What follows belongs to an exercise in optimizing a design on an open flow for small area; a production flow would make more cautious choices. In this exercise RTL edits were held to simulation tests only and were not proved equivalent to the original. Power and IR drop assume default switching activity.

$ cat flow/constraint.sdc
create_clock -name core_clock -period 10.0 [get_ports {clk}]
set_input_delay 2.0000 -clock core_clock [delete_from_list [all_inputs] [get_ports {clk}]]
set_output_delay 2.0000 -clock core_clock [all_outputs]
set_load 0.01 [all_outputs]
$ cat flow/config.mk
export PLATFORM = sky130hd
export DESIGN_NAME = SEDE
export DESIGN_NICKNAME = SEDE
export VERILOG_FILES = /design/flow/design.v
export SDC_FILE = /design/flow/constraint.sdc
export NUM_CORES = 4
export LEC_CHECK = 0
export CAP_MARGIN = 20
export CORE_MARGIN = 2
export CORE_UTILIZATION = 40
export SLEW_MARGIN = 20
$ cat flow/run.sh
#!/bin/bash
# synth_recipe.tcl (not shown) runs the flow's synth.tcl, then flattens the netlist and writes it again
# the make line also repeats each setting of config.mk as NAME=value (left out here)
make -C /OpenROAD-flow-scripts/flow DESIGN_CONFIG=/design/flow/config.mk WORK_HOME=/design/flow/orfs CLKGATE_MAP_FILE= SYNTH_SCRIPT=/design/flow/synth_recipe.tcl finish
$ cat flow/design.v
module SEDE (input clk,
	     input rst,
	     input [7:0] pix_data,
	     output reg valid,
	     output reg [7:0] edge_out,
	     output reg busy);
	reg [8*67-1:0] sr;
	always @(posedge clk)
		sr <= {sr[8*66-1:0], pix_data};
	wire [7:0] pa = sr[8*66 +: 8];   
	wire [7:0] pb = sr[8*65 +: 8];   
	wire [7:0] pc = sr[8*34 +: 8];   
	wire [7:0] pd = sr[8*32 +: 8];   
	wire [7:0] pe = sr[8*1  +: 8];   
	wire [7:0] pf = sr[8*0  +: 8];   
	reg [10:0] cnt;
	always @(posedge clk or posedge rst)
		if (rst)
			cnt <= 11'h7ff;
		else if (!(cnt[10] & !cnt[9] & cnt[0]))
			cnt <= cnt + 1'b1;
	wire [10:0] s = {3'b000, pa} + {3'b000, pb} + {3'b000, pc}
	              - {3'b000, pd} - {3'b000, pe} - {3'b000, pf};
	wire border = (cnt < 11'd66) || (cnt[4:0] == 5'd1) || (cnt[4:0] == 5'd2) || (cnt[10] & !cnt[9] & cnt[0]);
	always @(*) begin
		busy = cnt[10];
		valid = (cnt >= 11'd34);
		if (border || s[10])
			edge_out = 8'd0;
		else if (s[9:8] != 2'b00)
			edge_out = 8'hff;
		else
			edge_out = s[7:0];
	end
endmodule
==> impl_metrics.ini, run 1 <==
[run_status]
status = finished clean

[global_route]
grt_max_degree = 17
use_met3_pct = 2.968
grt_util_met2_pct = 12.09
busiest_layer = met1
grtUsageTotal_pct = 9.255
antenna_found_initial = 0
grt_pass1_wl_mm = 24.64
use_met1_pct = 13.81
grt_pass1_vias = 5030
grt-ovfl-total = 0

[die]
coreArea_sq_um = 31390
io_pins = 20
die_y_um = 182.0
die_area_sq_um = 33140
core.rowCount = 65
die_w_um = 182.0
initial_core_util_pct = 40.39

[final_layout]
nNetsFinal = 878
drive_gt1_share_pct = 10.75
final_common_cell = dfxtp_1
layout_common_cells = dfxtp_1 (536), inv_1 (73), clkbuf_16 (46)
regArea_sq_um = 11020
n_antenna_cell = 0
multiInputGateArea_sq_um = 1383
nFillCells = 2685
area_growth_pct = 17.04

[clock_tree]
clockBufferDepth = 3
cts_tree = built
numCtsBuffers = 46
cts_setup_buffers = 0
ctsResizeCount = 0
clockRootBuffer = clkbuf_16
h-tree-depth = 2
cts.sink_count = 547
clkTransAtPathRegs_ps = 60
clk_latency_ps = 540
hold_buffers = 0

[timing]
rsz0062_at_grt = no
worst_pin_slew_ps = 733.8
fin_crit_sh_pct = 72.07
fin_crit_ps = 7207
setup-tns-final_ps = 0
max_freq_mhz = 138.7
setup_violations = 0
finalMaxSlewViolations = 0
skew_ps = 15.71
hold_viol = 0
maxSlewHeadroom_pct = 51.08

[pwr]
combPwrFrac_pct = 5.3
peakVddDrop_mv = 0.1953
powerDensity_nw_per_um2 = 284.0
swShare_pct = 21.19
seqPwrFrac_pct = 54.3
clkPwrFrac_pct = 40.5
p_leak_nw = 6.250
p_switching_mw = 0.8929
power_mw = 4.215
power.internal_mw = 3.322

[run]
max-cap-violations = 0

[synth]
yosysSeqAreaShare_pct = 86.91
syn_avg_cell_area_sq_um = 16.77
synth_warnings = 1
synth_area_sq_um = 12680
synth_cell_types = 38
synthesis.nets = 812
syn_inst = 756
ys.flop_type = dfxtp_1
ys_async_sr_fraction_pct = 2.011
synth-seq-cells = 547
synth_edf_count = 0

[setup_path]
crit_type = reg2out
worstSetupStartpointType = flip-flop
arrival_ps = 5210
r2r_setup_slack_ps = 8440
crit_path_max_fanout = 8
worstRegToRegCells = 5
cp.required_ps = 8000
setup.worst_path.end_class = primary output

[worst_hold_path]
hold_depth = 0
min_path_type = reg2reg

[detailed_routing]
drtIter0Drc = 195
num_vias = 4786
final_antenna_net_count = 0
wl_mm = 14.18
drt_drc_violations_left = 0
drt_pass1_iterations = 4
viasPerCell = 3.804
wire_per_inst_um = 11.27

[placed_design]
dpl.hpwl_mm = 7.760
gp_congestion = 0.7230
io_buffers = 19
synthesized netlist by cell type, drive strengths merged (2+ instances only):
master  number  area share [%]
fa          32             5.1
nand4        5            0.25
xnor2        8            0.55
a21oi        8            0.32
nand2       13            0.40
o21ai        6            0.27
ha          14             1.4
nand2b       2           0.099
nand3        3            0.12
nor2b        2           0.099
dfstp       11             2.3
inv         73             2.2
nor2        10            0.30
dfxtp      536              85
a31oi        8            0.39
xor2         4            0.28
a211oi       2            0.16
nor3         3            0.12
worst max-delay path: stages (launching register included):
cell and delay, ps:
dfxtp_1 330, inv_1 60, fa_1 500, inv_1 50
fa_1 480, inv_1 60, fa_1 470, inv_1 70
ha_1 190, inv_1 60, fa_1 390, nand2b_1 200
a211oi_2 210, mux2i_1 130, a2111oi_4 600, a31oi_1 300
clkdlybuf4s50_1 570
flip-flops by register name (all words and copies together), names as in the netlist:
name,count
cnt,11
sr,536
stage by stage:
| step | utilization [%] | instance area, sq um | hold slack, ps | instances | setup slack, ps |
|---|---|---|---|---|---|
| 3_3_place_gp | 42.59 | 13370 | 310.7 | 1176 | 3337 |
| 2_1_floorplan | - | 12680 | 309.6 | 756 | 4281 |
| 6_report | 47.27 | 14840 | 317.1 | 1258 | 2793 |
| 4_1_cts | 47.27 | 14840 | 311.6 | 1258 | 2717 |
| 3_5_place_dp | 42.59 | 13370 | 312.1 | 1176 | 3335 |
| 5_1_grt | 47.27 | 14840 | 324.8 | 1258 | 2511 |
layout make-up:
type / count / share of cell area (%)
flip-flops and latches: 547 / 74.25
multi-input cells: 135 / 9.316
clock buffers: 59 / 8.423
well taps: 402 / 3.389
inverters: 73 / 1.846
clock inverters: 23 / 1.492
repair buffers: 19 / 1.282
power by group through the flow:
stage / Sequential (mW) / Combinational, mW / Clock (mW)
after floorplan: 2.33 / 0.173 / 0
after global placement: 2.33 / 0.225 / 0
after detailed placement: 2.33 / 0.223 / 0
after CTS: 2.29 / 0.225 / 1.76
after global routing: 2.29 / 0.252 / 1.85
final: 2.29 / 0.221 / 1.71
final timing paths:
kind,startpoint,end
hold reg to reg,sr[225],sr[233]
setup / recovery,sr[521],edge_out[5]
hold / removal,sr[225],sr[233]
min in group asynchronous,rst,cnt[3]
max in group asynchronous,rst,cnt[6]
setup reg to reg,cnt[3],cnt[9]
kinds of logic after synthesis:
| group | Yosys count | synth area share, % |
|---|---|---|
| flip-flops | 547 | 86.91 |
| AND/OR/NAND/NOR | 44 | 1.727 |
| XOR/XNOR | 12 | 0.8289 |
| adder cells (fa/ha/maj) | 46 | 6.434 |
| AO/OA/AOI/OAI | 31 | 1.747 |
| buffers and inverters | 74 | 2.191 |
| multiplexers | 2 | 0.1677 |
metal layers:
metal	up-vias	part of all wire (%)
met4	0	3.0
li1	2470	-
met3	39	4.8
met1	2205	56
met2	72	36
met5	-	0
==> run 2, diff against run 1 <==
==> flow/flow/run.sh (new file) <==
#!/bin/bash
# Standard layout, with CTS told not to add dummy balancing loads and the
# port buffers made with the smallest buffer cell.
set -euo pipefail
bash standard.sh finish \
  "CTS_ARGS=-sink_clustering_enable -repair_clock_nets -dont_use_dummy_load -sink_clustering_size 20 -sink_clustering_max_diameter 40 -buf_list {sky130_fd_sc_hd__clkbuf_8}" \
  "BUFFER_PORTS_ARGS=-buffer_cell sky130_fd_sc_hd__buf_1" > standard.log 2>&1
==> flow/standard.sh (new file) <==
#!/bin/bash
# synth_recipe.tcl (not shown) runs the flow's synth.tcl, then flattens the netlist and writes it again
# the make line also repeats each setting of config.mk as NAME=value (left out here)
make -C /OpenROAD-flow-scripts/flow DESIGN_CONFIG=/design/flow/config.mk WORK_HOME=/design/flow/orfs CLKGATE_MAP_FILE= SYNTH_SCRIPT=/design/flow/synth_recipe.tcl "${@:-finish}"
--- a/flow/config.mk
+++ b/flow/config.mk
@@ -7,5 +7,8 @@
 export LEC_CHECK = 0
 export CAP_MARGIN = 20
 export CORE_MARGIN = 2
-export CORE_UTILIZATION = 40
+export CORE_UTILIZATION = 60
+export CTS_BUF_LIST = sky130_fd_sc_hd__clkbuf_4 sky130_fd_sc_hd__clkbuf_8
+export CTS_CLUSTER_DIAMETER = 60
+export CTS_CLUSTER_SIZE = 30
 export SLEW_MARGIN = 20
removed: flow/run.sh
==> run 2 against run 1 <==
Critical path depth stayed put. First-iteration DRC count is 22% lower. Largest cell class unchanged. Area after synthesis stayed put. Non-clock buffer count stayed put. Clock skew is 25 ps higher. Global-route usage is 4.7 points higher. Clock power is 44% lower. Synthesized cell count stayed put. Final cell count is 13% lower. Count of clock-buffer cells in the layout is 17 lower. Register-to-register slack worse by 80 ps. Critical endpoint is now edge_out[2]. Routed wire length is 0.35% higher.
==> impl_metrics.ini, run 2 <==
[run]
max-cap-violations = 0

[clock_tree]
ctsResizeCount = 0
cts_setup_buffers = 0
clockRootBuffer = clkbuf_8
clkTransAtPathRegs_ps = 110
hold_buffers = 0
numCtsBuffers = 42
clockBufferDepth = 3
cts.sink_count = 547
clk_latency_ps = 560
h-tree-depth = 2
cts_tree = built

[global_route]
grt_pass1_vias = 5142
grt_pass1_wl_mm = 24.65
grtUsageTotal_pct = 13.96
grt-ovfl-total = 0
antenna_found_initial = 0
grt_max_degree = 21

[setup_path]
arrival_ps = 4840
worstSetupStartpointType = flip-flop
crit_path_max_fanout = 8
cp.required_ps = 8000
crit_type = reg2out
setup.worst_path.end_class = primary output

[synth]
synth-seq-cells = 547
syn_inst = 756
ys_async_sr_fraction_pct = 2.011
syn_avg_cell_area_sq_um = 16.77
synth_top_area_share_pct = 84.63
ys.flop_type = dfxtp_1
synth.area.top_cells = dfxtp_1 (85%), fa_1 (5.1%), dfstp_2 (2.3%), inv_1 (2.2%), ha_1 (1.4%)
yosysTopAreaCell = dfxtp_1
synth_common_cells = dfxtp_1 (536), inv_1 (73), fa_1 (32)
yosysSeqAreaShare_pct = 86.91
synth_most_common_cell = dfxtp_1
synth_area_sq_um = 12680
synth_cell_types = 38
synth_edf_count = 0
synth_warnings = 1
synthesis.nets = 812

[die]
die_area_sq_um = 22310
initial_core_util_pct = 60.70
core.rowCount = 53
die_y_um = 149.4
coreArea_sq_um = 20890
die_w_um = 149.4
io_pins = 20

[detailed_routing]
wire_per_inst_um = 13.04
m1WireLength_mm = 7.390
routed.top_layer = met4
drtIter0Drc = 153
viasPerCell = 4.439
num_vias = 4843
dr_wl_met3_um = 588
drt_drc_violations_left = 0
wl_mm = 14.23
drt_pass1_iterations = 4
final_antenna_net_count = 0
wl_met2_mm = 5.802

[timing]
skew_ps = 40.58
max_freq_mhz = 146.2
maxSlewHeadroom_pct = 38.88
finalMaxSlewViolations = 0
setup_ws_ps = 3159
setup_violations = 0
fin_crit_ps = 6841
worst_pin_slew_ps = 916.8
fin_hold_ws_ps = 288.4
rsz0062_at_grt = no
fin_crit_sh_pct = 68.41
setup-tns-final_ps = 0
hold_viol = 0

[final_layout]
n_antenna_cell = 0
final_common_cell = dfxtp_1
largest_reg_flops = 536
fin_util_pct = 65.44
nNetsFinal = 874
area_growth_pct = 7.806
layout_common_cells = dfxtp_1 (536), inv_1 (73), clkbuf_8 (42)
drive_gt1_share_pct = 7.353
top_register = sr
reg_top3 = sr: 536 flops, cnt: 11 flops

[pwr]
clkPwrFrac_pct = 27.5
peakVddDrop_mv = 0.1610
power_mw = 3.494
power.internal_mw = 2.730
combPwrFrac_pct = 7.0
swShare_pct = 21.86
p_switching_mw = 0.7638
powerDensity_nw_per_um2 = 255.6
p_leak_nw = 5.774
seqPwrFrac_pct = 65.4

[run_status]
status = finished clean

[placed_design]
dp_slack_ps = 3716
io_buffers = 19
gp_congestion = 0.7914
dpl.hpwl_mm = 8.300

[worst_hold_path]
min_path_type = reg2reg
## run 2: cell counts after synthesis
No cell type changed its count.
## run 2: final cells by class
type | instances | area [sq um]
Multi-Input combinational cell | 135 | 1383
Sequential cell | 547 | 11020
Timing Repair Buffer | 19 | 71.32
Clock buffer | 42 | 578.1
Fill cell | 1536 | 7219
Tap cell | 275 | 344.1
Inverter | 73 | 274.0
## run 2: critical path: stages (launching register included)
cell       delay [ps]
dfxtp_1           330
inv_1              60
fa_1              550
inv_1              50
fa_1              470
inv_1              60
fa_1              460
inv_1              70
ha_1              180
inv_1              70
fa_1              400
nand2b_1          200
a211oi_2          210
mux2i_1           140
a2111oi_4         700
a31oi_1           210
buf_1             170
## run 2: per-layer routing
metal  up-vias  global-route usage (%)
li1       2407                       -
met1      2311                   20.35
met2        83                   20.00
met3        42                   3.517
met4         0                   6.000
met5         -                       0
## run 2: worst paths after layout
check                      startpoint          end  slack [ps]  depth (start not counted)
max                           sr[529]  edge_out[2]        3160                         16
min                           sr[112]      sr[120]         290                          0
max reg2reg                    cnt[2]       cnt[9]        8360                          5
min reg2reg                   sr[112]      sr[120]         290                          0
max in group asynchronous         rst       cnt[9]        8210                          2
min in group asynchronous         rst       cnt[0]        1720                          2
## run 2: cells by family after synthesis
group                      after synthesis  synth area share (%)
AOI/OAI and AO/OA                       31                 1.747
DFF                                    547                 86.91
and+or+nand+nor                         44                 1.727
muxes                                    2                0.1677
adders and majority gates               46                 6.434
xor gates and xnor gates                12                0.8289
buffers and inverters                   74                 2.191
## run 2: through the flow
step / cell area (sq um) / cells
3_3_place_gp: 13090 / 1049
4_1_cts: 13670 / 1091
5_1_grt: 13670 / 1091
2_1_floorplan: 12680 / 756
6_report: 13670 / 1091
3_5_place_dp: 13090 / 1049
## run 2: power by group through the flow
| stage | Clock (mW) | Sequential [mW] | Combinational, mW |
|---|---|---|---|
| floorplan | 0 | 2.33 | 0.173 |
| global placement | 0 | 2.34 | 0.231 |
| detailed placement | 0 | 2.34 | 0.243 |
| CTS | 1.00 | 2.29 | 0.244 |
| global route | 1.08 | 2.30 | 0.274 |
| finish | 0.962 | 2.29 | 0.245 |
==> run 3, diff against run 2 <==
==> flow/flow/run.sh (replaced) <==
#!/bin/bash
# Standard layout, with CTS told not to add dummy balancing loads and the
# port buffers made with the smallest buffer cell.
set -euo pipefail
bash standard.sh finish \
  "CTS_ARGS=-sink_clustering_enable -repair_clock_nets -dont_use_dummy_load -sink_clustering_size 14 -sink_clustering_max_diameter 40 -buf_list {sky130_fd_sc_hd__clkbuf_4 sky130_fd_sc_hd__clkbuf_8}" \
  "BUFFER_PORTS_ARGS=-buffer_cell sky130_fd_sc_hd__buf_1" > standard.log 2>&1
==> run 3 against run 2 <==
Via count increased by 0.52%. Clock skew decreased by 5.2 ps. Hold slack lost 3.4 ps. Count of clock-buffer cells in the layout increased by 6. Global-route usage up 0.15 points. Die area is the same. Area after synthesis did not move. Sequential power is essentially flat. Routed wire length up 0.25%. Clock power is 7% higher. Sequential cell count did not move. Critical path depth did not move. Highest routed layer unchanged.
==> impl_metrics.ini, run 3 <==
[setup_path]
crit_top_cell = inv_1
setup.worst_path.end_class = primary output
crit_type = reg2out
cp_top_family = adder cells
arrival_ps = 4840
cp.required_ps = 8000
critical_path_buf_inv_count = 6
crit_path_max_fanout = 8
worstSetupStartpointType = flip-flop
crit_chain = inv_1, fa_1, inv_1, fa_1, inv_1, fa_1, inv_1, ha_1, inv_1, fa_1, nand2b_1, a211oi_2, mux2i_1, a2111oi_4, a31oi_1, buf_1
critPathSlowestCell = a2111oi_4
slowest_delay_ps = 690

[pwr]
powerDensity_nw_per_um2 = 258.5
peakVddDrop_mv = 0.1506
p_leak_nw = 5.818

[detailed_routing]
drtIter0Drc = 157
viasPerCell = 4.438
drt_drc_violations_left = 0
final_antenna_net_count = 0
num_vias = 4868
drt_pass1_iterations = 4
wire_per_inst_um = 13.00
wl_mm = 14.26

[final_layout]
reg_top3 = sr: 536 flops, cnt: 11 flops
area_growth_pct = 8.456
layout_common_cells = dfxtp_1 (536), inv_1 (73), clkbuf_8 (48)
nNetsFinal = 880
drive_gt1_share_pct = 8.029
top_register = sr
largest_reg_flops = 536
n_antenna_cell = 0
final_common_cell = dfxtp_1
stdcell_count = 1097

[clock_tree]
h-tree-depth = 2
cts_setup_buffers = 0
clk_latency_ps = 550
clkTransAtPathRegs_ps = 80
clockBufferDepth = 3
clockRootBuffer = clkbuf_8
ctsResizeCount = 0
cts.sink_count = 547
cts_tree = built
hold_buffers = 0
numCtsBuffers = 48

[timing]
setup_violations = 0
worst_pin_slew_ps = 912.9
rsz0062_at_grt = no
hold_viol = 0
fin_crit_sh_pct = 68.36
skew_ps = 35.39
maxSlewHeadroom_pct = 39.14
finalMaxSlewViolations = 0
fin_crit_ps = 6836
setup-tns-final_ps = 0
max_freq_mhz = 146.3

[synth]
synth_area_sq_um = 12680
synth_common_cells = dfxtp_1 (536), inv_1 (73), fa_1 (32)
syn_avg_cell_area_sq_um = 16.77
yosysTopAreaCell = dfxtp_1
yosysSeqAreaShare_pct = 86.91
synthesis.nets = 812
synth-seq-cells = 547
synth_most_common_cell = dfxtp_1
synth.area.top_cells = dfxtp_1 (85%), fa_1 (5.1%), dfstp_2 (2.3%), inv_1 (2.2%), ha_1 (1.4%)
synth_cell_types = 38
ys.flop_type = dfxtp_1
synth_edf_count = 0
synth_top_area_share_pct = 84.63
ys_async_sr_fraction_pct = 2.011
syn_inst = 756
synth_warnings = 1

[placed_design]
dpl.hpwl_mm = 8.300
gp_congestion = 0.7914
dpl.cell_count = 1049
io_buffers = 19

[run]
max-cap-violations = 0

[die]
die_w_um = 149.4
io_pins = 20
initial_core_util_pct = 60.70
die_area_sq_um = 22310
core.rowCount = 53
coreArea_sq_um = 20890
die_y_um = 149.4

[worst_hold_path]
min_path_type = reg2reg

[run_status]
status = finished clean

[global_route]
grtUsageTotal_pct = 14.11
antenna_found_initial = 0
grt_pass1_vias = 5184
grt_pass1_wl_mm = 24.89
grt_max_degree = 15
grt-ovfl-total = 0
==> run 3: cell types whose count changed in the layout (fill, tap and decap cells not counted) <==
| cell | delta |
|---|---|
| clkbuf_8 | +6 |
==> run 3: final cells by class <==
class                   instances  area [sq um]
clock buffers                  48         660.6
fillers                      1534          7137
inverters                      73         274.0
multi-input cells             135          1383
flip-flops and latches        547         11020
well taps                     275         344.1
repair buffers                 19         71.32
==> run 3: cells by family after synthesis <==
kind of cell / synth area share [%]
AND/OR/NAND/NOR: 1.727
adder cells (fa/ha/maj): 6.434
buffers and inverters: 2.191
AO/OA/AOI/OAI: 1.747
XOR/XNOR: 0.8289
flip-flops: 86.91
multiplexers: 0.1677
==> run 3: layer usage <==
metal	global-route usage [%]	routed length, um	vias up
met4	5.714	419	0
met5	0	0	-
li1	-	-	2423
met1	20.52	7386	2326
met3	3.914	634	35
met2	20.18	5824	84
==> run 3: final timing paths <==
path	startpoint	to	slack [ps]	depth (start not counted)
worst min-delay path	sr[79]	sr[87]	290	0
max in group asynchronous	rst	cnt[3]	8230	2
worst max-delay path	sr[521]	edge_out[5]	3160	16
worst min register to register	sr[79]	sr[87]	290	0
worst max register to register	cnt[2]	cnt[9]	8390	5
min in group asynchronous	rst	cnt[0]	1700	2
==> run 3: metrics by stage <==
step	instance area [sq um]	power, mW	worst slack (ps)	hold WS [ps]	utilization [%]
2_1_floorplan	12680	2.499	4281	309.6	-
3_3_place_gp	13090	2.566	3874	312.2	62.67
3_5_place_dp	13090	2.579	3716	312.1	62.67
4_1_cts	13750	3.596	3109	289.5	65.83
5_1_grt	13750	3.721	2854	291.4	65.83
6_report	13750	3.555	3164	285.0	65.83
==> run 3: where the power goes <==
| part | internal [mW] | switching [mW] |
|---|---|---|
| Combinational | 0.0883 | 0.155 |
| Sequential | 2.26 | 0.0224 |
| Clock | 0.428 | 0.598 |
==> run 3: worst register-to-register path, delay by kind of cell, from the launching register on <==
family	cells	cell delay, ps
AND/OR/NAND/NOR	4	610
flip-flops	1	590
multiplexers	1	340

-- afterwards: timing with drivers on the ports --
In the flow no input, the clock included, has a driving cell. The finished layouts below were timed again as built, in two steps. Step 1 (the two cells are an assumption about what drives the block):
set clk [get_ports {clk}]
set_driving_cell -lib_cell sky130_fd_sc_hd__clkbuf_16 $clk
set_driving_cell -lib_cell sky130_fd_sc_hd__buf_2 [delete_from_list [all_inputs] $clk]
Step 2 adds t to the input delays and takes it off the output delays; t is the mean of the earliest and latest rising clock arrival at the registers after step 1. Input paths then give back, and output paths get back, about the clock's delay inside the block. a / b / c = no drivers / after step 1 / after step 2; a / b = the first two.
| run | t, ns | setup slack, ns | worst hold slack (ns) | worst slew at a driven data input, ns | cell pins on the clock port's net |
|---|---|---|---|---|---|
| run 1 | 0.581 | 2.793 / 2.748 / 3.329 | 0.317 / 0.317 / 0.317 | 0.03 | 1 |
| run 2 | 0.569 | 3.159 / 3.118 / 3.687 | 0.288 / 0.288 / 0.288 | 0.03 | 1 |
| run 3 | 0.579 | 3.164 / 3.123 / 3.702 | 0.285 / 0.285 / 0.285 | 0.03 | 1 |
After both steps every run listed still meets setup and hold.
